This is an optimization exercise on Yosys and OpenROAD, whose aim is small area, not a production implementation. The RTL was checked by simulation tests, not by an equivalence proof against the original design. Power figures rest on the tool's default switching activity, not on a simulated workload. No driver is modelled on the clock port, so clocking that relies on it looks cheaper here than on a real chip.

==> flow/design.v <==
module INTEL_8254(
    input clk,
    input rst,
    input CS,
    output [3:0] WIDTH,   
    output WSTB,          
    output reg OUT0,
    input wire GATE0
    );
    reg GATE0S;           
    reg flag;             
    reg [3:0] elem;       
    reg [3:0] counter;    
    wire toggle = GATE0 ^ GATE0S;
    always @(posedge clk, negedge rst)
        if (~rst) begin
            GATE0S <= 1;
            flag <= 0;
            elem <= 0;
            OUT0 <= 0;
        end
        else if (CS) begin
            GATE0S <= GATE0;
            if (toggle) begin
                flag <= 1;
                OUT0 <= flag && (elem != 4'd0);  
                elem <= (elem == 4'd9) ? 4'd0 : elem + 4'd1;
            end
            else
                OUT0 <= 0;
        end
        else
            OUT0 <= 0;  
    always @(posedge clk)
        if (CS)
            counter <= toggle ? 4'd1 : counter + 4'd1;
    assign WIDTH = counter;
    assign WSTB = CS && toggle;
endmodule
module INTEL_8237(
input clk,
input rst,
output [8:0] Address,
output [3:0] NextLow,   
output reg EOP,
output reg Wrapped,
output MEMW,
input  DREQ,
input  CS
);
reg [8:0] address;
wire [8:0] address_inc;
wire carry;
inc9 ainc (.a(address), .e(MEMW), .y(address_inc), .co(carry));  
assign MEMW = DREQ && CS;   
assign NextLow = address_inc[3:0];
always @ (posedge clk or negedge rst)  
    begin
      if(!rst)
        begin
          address <= 0;
          EOP <= 0;
          Wrapped <= 0;
        end
      else
        begin
          address <= address_inc;  
          if (MEMW)
            EOP <= (address == 98) ? 1:0;  
          if (carry) Wrapped <= 1;
        end
    end
assign Address = address;  
endmodule
module RAM(
input clk,
input rst,
input MEMW,             
input [8:0] waddr,
input stage,            
input [3:0] slot,       
input [3:0] wdata,
input [8:0] raddr,
output [3:0] rdata      
);
reg [8:0] phase;        
reg [8:0] head;         
wire [2047:0] ring;
wire [63:0] pr;         
wire [8:0] nphase = ~phase;
wire [8:0] d;                                  
add9 dadd (.a(head), .b(nphase), .y(d));
wire [4:0] m = waddr[4:0] - head[4:0];         
wire drain = (m != 5'd0) && (d[3:0] == 4'd0);  
wire [3:0] hdata = pr[7:4];                    
wire [31:0] insel, inseln;                     
dec32 idec (.en(drain), .a(d[8:4]), .y(insel), .yn(inseln));
wire [8:0] phase_inc, head_inc;
inc9 pinc (.a(phase), .e(1'b1), .y(phase_inc), .co());
inc9 hinc (.a(head), .e(drain), .y(head_inc), .co());
always @(posedge clk or negedge rst)
  if (!rst) begin
    phase <= 0;
    head <= 0;
  end else begin
    phase <= phase_inc;
    head <= head_inc;
  end
wire [3:0] wpos;
add4 wadd (.a(slot), .b(nphase[3:0]), .y(wpos));
wire [15:0] pbwe, pbwen;
dec16 wdec (.en(stage), .a(wpos), .y(pbwe), .yn(pbwen));
genvar g, b;
generate
  for (g = 0; g < 16; g = g + 1) begin : prw
    for (b = 0; b < 4; b = b + 1) begin : pb
      wire nx;
      ins_mux u (.s(pbwe[g]), .sn(pbwen[g]), .h(wdata[b]), .r(pr[4*((g+1)%16)+b]), .y(nx));
      reg w;
      always @(posedge clk)
        w <= nx;
      assign pr[4*g+b] = w;
    end
  end
  for (g = 0; g < 512; g = g + 1) begin : rw
    if (g % 16 == 0) begin : ins
      for (b = 0; b < 4; b = b + 1) begin : ib
        wire nx;
        ins_muxn u (.s(insel[g/16]), .sn(inseln[g/16]), .h(hdata[b] ^ ((g/16) % 2 == 1)),
                    .r(ring[4*((g+1)%512)+b]), .y(nx));
        reg w;
        always @(posedge clk)
          w <= nx;
        assign ring[4*g+b] = w;
      end
    end else begin : sh
      reg [3:0] w;
      always @(posedge clk)
        w <= ring[4*((g+1)%512) +: 4];
      assign ring[4*g +: 4] = w;
    end
  end
endgenerate
wire [8:0] q;
add9 qadd (.a(raddr), .b(nphase), .y(q));
wire [3:0] qoff = q[3:0] - d[3:0];
wire pend = (q[8:4] == d[8:4]) && (q[3:0] >= d[3:0]) && ({1'b0, qoff} < m);
wire [7:0] lsel, mseln, hseln;
dec8 ldec (.a(q[2:0]), .y(lsel));
dec8n mdec (.en(1'b1), .a(q[5:3]), .yn(mseln));
dec8n hdec (.en(~pend), .a(q[8:6]), .yn(hseln));
wire [1:0] pseln = ~({1'b0, pend} << q[3]);
wire rflip = q[4] & ~pend;   
genvar k, j;
generate
  for (b = 0; b < 4; b = b + 1) begin : rb
    wire [7:0] grp;
    for (j = 0; j < 8; j = j + 1) begin : gj
      wire [7:0] blk;
      for (k = 0; k < 8; k = k + 1) begin : bk
        wire [7:0] dd;
        for (g = 0; g < 8; g = g + 1) begin : bd
          assign dd[g] = ring[4*((64*j+8*k+g+1)%512)+b];
        end
        rd_blk u (.d(dd), .s(lsel), .gn(mseln[k]), .y(blk[k]));
      end
      rd_grp u (.y(blk), .gn(hseln[j]), .g(grp[j]));
    end
    wire [1:0] pblk;
    for (k = 0; k < 2; k = k + 1) begin : pk
      wire [7:0] dd;
      for (g = 0; g < 8; g = g + 1) begin : pd
        assign dd[g] = pr[4*((8*k+g+1)%16)+b];
      end
      rd_blk u (.d(dd), .s(lsel), .gn(pseln[k]), .y(pblk[k]));
    end
    assign rdata[b] = ((|grp) ^ rflip) | (|pblk);
  end
endgenerate
endmodule
module ins_mux(input s, input sn, input h, input r, output y);
assign y = (s & h) | (sn & r);
endmodule
module ins_muxn(input s, input sn, input h, input r, output y);
assign y = ~((s | r) & (sn | h));
endmodule
module rd_blk(
input [7:0] d,
input [7:0] s,
input gn,
output y
);
wire n0, n1;
ao222n g0 (.a(d[2:0]), .s(s[2:0]), .y(n0));
ao222n g1 (.a(d[5:3]), .s(s[5:3]), .y(n1));
rd_tail g2 (.n0(n0), .n1(n1), .a(d[7:6]), .s(s[7:6]), .gn(gn), .y(y));
endmodule
module ao222n(input [2:0] a, input [2:0] s, output y);
assign y = ~((a[0] & s[0]) | (a[1] & s[1]) | (a[2] & s[2]));
endmodule
module rd_tail(input n0, input n1, input [1:0] a, input [1:0] s, input gn, output y);
assign y = ~((n0 & n1 & ~((a[0] & s[0]) | (a[1] & s[1]))) | gn);
endmodule
module rd_grp(input [7:0] y, input gn, output g);
assign g = ~((~|y[3:0] & ~|y[7:4]) | gn);
endmodule
module add9(input [8:0] a, input [8:0] b, output [8:0] y);
wire [8:0] c;
ha1 h0 (.a(a[0]), .b(b[0]), .s(y[0]), .co(c[0]));
genvar i;
generate
  for (i = 1; i < 9; i = i + 1) begin : f
    fa1 u (.a(a[i]), .b(b[i]), .ci(c[i-1]), .s(y[i]), .co(c[i]));
  end
endgenerate
endmodule
module add4(input [3:0] a, input [3:0] b, output [3:0] y);
wire [3:0] c;
ha1 h0 (.a(a[0]), .b(b[0]), .s(y[0]), .co(c[0]));
genvar i;
generate
  for (i = 1; i < 4; i = i + 1) begin : f
    fa1 u (.a(a[i]), .b(b[i]), .ci(c[i-1]), .s(y[i]), .co(c[i]));
  end
endgenerate
endmodule
module inc9(input [8:0] a, input e, output [8:0] y, output co);
wire [9:0] c;
assign c[0] = e;
genvar i;
generate
  for (i = 0; i < 9; i = i + 1) begin : h
    ha1 u (.a(a[i]), .b(c[i]), .s(y[i]), .co(c[i+1]));
  end
endgenerate
assign co = c[9];
endmodule
module fa1(input a, input b, input ci, output s, output co);
assign {co, s} = a + b + ci;
endmodule
module ha1(input a, input b, output s, output co);
assign {co, s} = a + b;
endmodule
module dec8(input [2:0] a, output [7:0] y);
assign y = 8'd1 << a;
endmodule
module dec8n(input en, input [2:0] a, output [7:0] yn);
assign yn = ~({7'd0, en} << a);
endmodule
module dec16(input en, input [3:0] a, output [15:0] y, output [15:0] yn);
wire [3:0] lo_n = ~({3'd0, en} << a[1:0]);
wire [3:0] hi_n = ~(4'd1 << a[3:2]);
genvar i;
generate
  for (i = 0; i < 16; i = i + 1) begin : g
    nor2m u (.a(lo_n[i%4]), .b(hi_n[i/4]), .y(y[i]));
    invm v (.a(y[i]), .y(yn[i]));
  end
endgenerate
endmodule
module dec32(input en, input [4:0] a, output [31:0] y, output [31:0] yn);
wire [3:0] lo_n = ~({3'd0, en} << a[1:0]);
wire [7:0] hi_n = ~(8'd1 << a[4:2]);
genvar i;
generate
  for (i = 0; i < 32; i = i + 1) begin : g
    nor2m u (.a(lo_n[i%4]), .b(hi_n[i/4]), .y(y[i]));
    invm v (.a(y[i]), .y(yn[i]));
  end
endgenerate
endmodule
module nor2m(input a, input b, output y);
assign y = ~(a | b);
endmodule
module invm(input a, output y);
assign y = ~a;
endmodule
module barcode39(
input clk,
input rst_n,
input scan_en,
input scan_bit,
input mem_rd,
input [8:0] rd_addr,
output [7:0] rd_data,
output eop
);
wire wDREQ, wMEMW, wWrapped, wWSTB;
wire [3:0] wWIDTH, wNextLow;
wire [8:0] dma_address;
wire [3:0] mem_data;
INTEL_8254 Timer(
.clk(clk),
.rst(rst_n),
.CS(scan_en),
.WIDTH(wWIDTH),
.WSTB(wWSTB),
.OUT0(wDREQ),
.GATE0(scan_bit));
INTEL_8237 DMA_Unit(
.clk(clk),
.rst(rst_n),
.Address(dma_address),
.NextLow(wNextLow),
.EOP(eop),
.Wrapped(wWrapped),
.MEMW(wMEMW),
.DREQ(wDREQ),
.CS(!mem_rd));
RAM Buffer(
.clk(clk),
.rst(rst_n),
.MEMW(wMEMW),
.waddr(dma_address),
.stage(wWSTB),
.slot(wNextLow),
.wdata(wWIDTH),
.raddr(rd_addr),
.rdata(mem_data));
wire below;
lt9 cmp (.a(rd_addr), .b(dma_address), .y(below));
wire written = mem_rd && (wWrapped || below);
assign rd_data = {4'b0000, written ? mem_data : 4'b0000};
endmodule
module lt9(input [8:0] a, input [8:0] b, output y);
reg r;
integer i;
always @* begin
  r = 1'b0;
  for (i = 0; i < 9; i = i + 1)
    r = (~a[i] & b[i]) | (~(a[i] & ~b[i]) & r);
end
assign y = r;
endmodule
Settings: LEC_CHECK=0, CAP_MARGIN=30, CORE_MARGIN=2, CORE_UTILIZATION=75, CTS_BUF_LIST=sky130_fd_sc_hd__clkbuf_16, CTS_CLUSTER_DIAMETER=130, CTS_CLUSTER_SIZE=31, PLACE_DENSITY=0.85, SLEW_MARGIN=30, SYNTH_HIERARCHICAL=1; clock period 20.0 ns.
standard.sh (not shown) runs the stock make flow with config.mk's settings and CLKGATE_MAP_FILE= SYNTH_SCRIPT=/design/flow/synth_recipe.tcl, a recipe that flattens the netlist after the stock synthesis.
==> flow/flow/run.sh <==
#!/bin/bash
# Own layout flow: the standard flow (standard.sh: the standard synthesis
# and ORFS steps, unchanged), with two settings passed to the ORFS scripts:
#  - the port buffers are the smallest buffer, sky130_fd_sc_hd__buf_1;
#  - clock tree synthesis inserts no dummy loads and clusters up to 33
#    flip-flops within 70 um per clkbuf_16 leaf buffer.
# The whole output of the make run is kept in standard.log in this folder;
# ORFS keeps each step's own log under orfs/logs/.
set -euo pipefail
export BUFFER_PORTS_ARGS="-buffer_cell sky130_fd_sc_hd__buf_1"
export CTS_ARGS="-sink_clustering_enable -repair_clock_nets -sink_clustering_size 30 -sink_clustering_max_diameter 80 -buf_list sky130_fd_sc_hd__clkbuf_16 -dont_use_dummy_load"
bash standard.sh > standard.log 2>&1
Rerun with:
--- a/flow/flow/run.sh
+++ b/flow/flow/run.sh
@@ -11 +11 @@
-export CTS_ARGS="-sink_clustering_enable -repair_clock_nets -sink_clustering_size 30 -sink_clustering_max_diameter 80 -buf_list sky130_fd_sc_hd__clkbuf_16 -dont_use_dummy_load"
+export CTS_ARGS="-sink_clustering_enable -repair_clock_nets -sink_clustering_size 18 -sink_clustering_max_diameter 60 -buf_list sky130_fd_sc_hd__clkbuf_8 -dont_use_dummy_load"
After rerunning:
- setup slack gets worse by 43 ps
- utilization falls by 0.19 points
- cell area is about the same
- wire length falls slightly
Rerun with:
--- a/flow/flow/run.sh
+++ b/flow/flow/run.sh
@@ -5,2 +5,2 @@
-#  - clock tree synthesis inserts no dummy loads and clusters up to 33
-#    flip-flops within 70 um per clkbuf_16 leaf buffer.
+#  - clock tree synthesis inserts no dummy loads and clusters up to 10
+#    flip-flops within 40 um per clkbuf_4 buffer.
@@ -11 +11 @@
-export CTS_ARGS="-sink_clustering_enable -repair_clock_nets -sink_clustering_size 18 -sink_clustering_max_diameter 60 -buf_list sky130_fd_sc_hd__clkbuf_8 -dont_use_dummy_load"
+export CTS_ARGS="-sink_clustering_enable -repair_clock_nets -sink_clustering_size 10 -sink_clustering_max_diameter 40 -buf_list sky130_fd_sc_hd__clkbuf_4 -dont_use_dummy_load"
Global-route usage shrinks by 0.26 points.
Count of clock-buffer cells in the layout increases by 98.
Wire length is lower by 0.82%.
Design area is about the same.
Total power came out lower by 0.77%.
Clock power drops by about 3%.
Worst setup slack improved by 49 ps.
Non-clock buffer count stays the same.
Rerun with:
--- a/flow/flow/run.sh
+++ b/flow/flow/run.sh
@@ -5,2 +5,2 @@
-#  - clock tree synthesis inserts no dummy loads and clusters up to 10
-#    flip-flops within 40 um per clkbuf_4 buffer.
+#  - clock tree synthesis inserts no dummy loads and clusters up to 33
+#    flip-flops within 70 um per clkbuf_16 leaf buffer.
@@ -11 +11 @@
-export CTS_ARGS="-sink_clustering_enable -repair_clock_nets -sink_clustering_size 10 -sink_clustering_max_diameter 40 -buf_list sky130_fd_sc_hd__clkbuf_4 -dont_use_dummy_load"
+export CTS_ARGS="-sink_clustering_enable -repair_clock_nets -sink_clustering_size 33 -sink_clustering_max_diameter 70 -buf_list sky130_fd_sc_hd__clkbuf_16 -dont_use_dummy_load"
Power goes up by 1.2%.
Critical path depth stays the same.
Worst hold slack improves by 37 ps.
Count of clock-buffer cells in the layout goes down by 160.
Sequential cell count does not change.
Fmax is about the same.
Global-route usage goes down by 0.12 points.
Routed wire length goes up by 0.30%.

-- what the ideal ports hide --
No port has a modelled driver above. Below, the same layouts with a new extraction and two added sets of constraints.
Step 1 assumes that a clkbuf_16 drives the clock port and a buf_2 every other input.
Step 2 moves the port delays by t, midway between the first and last clock arrival at a register: inputs arrive t later, outputs are due t later. That takes back most of the time a late clock gives input paths.
Slacks: ideal ports / drivers / drivers and shift; pairs: ideal ports / drivers.
run	shift t [ns]	setup slack, ns	worst setup path at the end	worst register clock-pin slew, ns	cell pins on the clock port's net
the first run	0.721	4.435 / 4.408 / 4.408	input to output	0.11 / 0.11	1
the second run	0.899	4.392 / 4.363 / 4.363	input to output	0.11 / 0.11	1
the third run	1.196	4.441 / 4.415 / 4.415	input to output	0.12 / 0.12	1
the fourth run	0.730	4.395 / 4.369 / 4.369	input to output	0.12 / 0.12	1
After both steps every run listed still meets setup and hold. The setup slack of the second run, which loses most, moves by -0.029 ns with the drivers and by -0.029 ns with both steps.
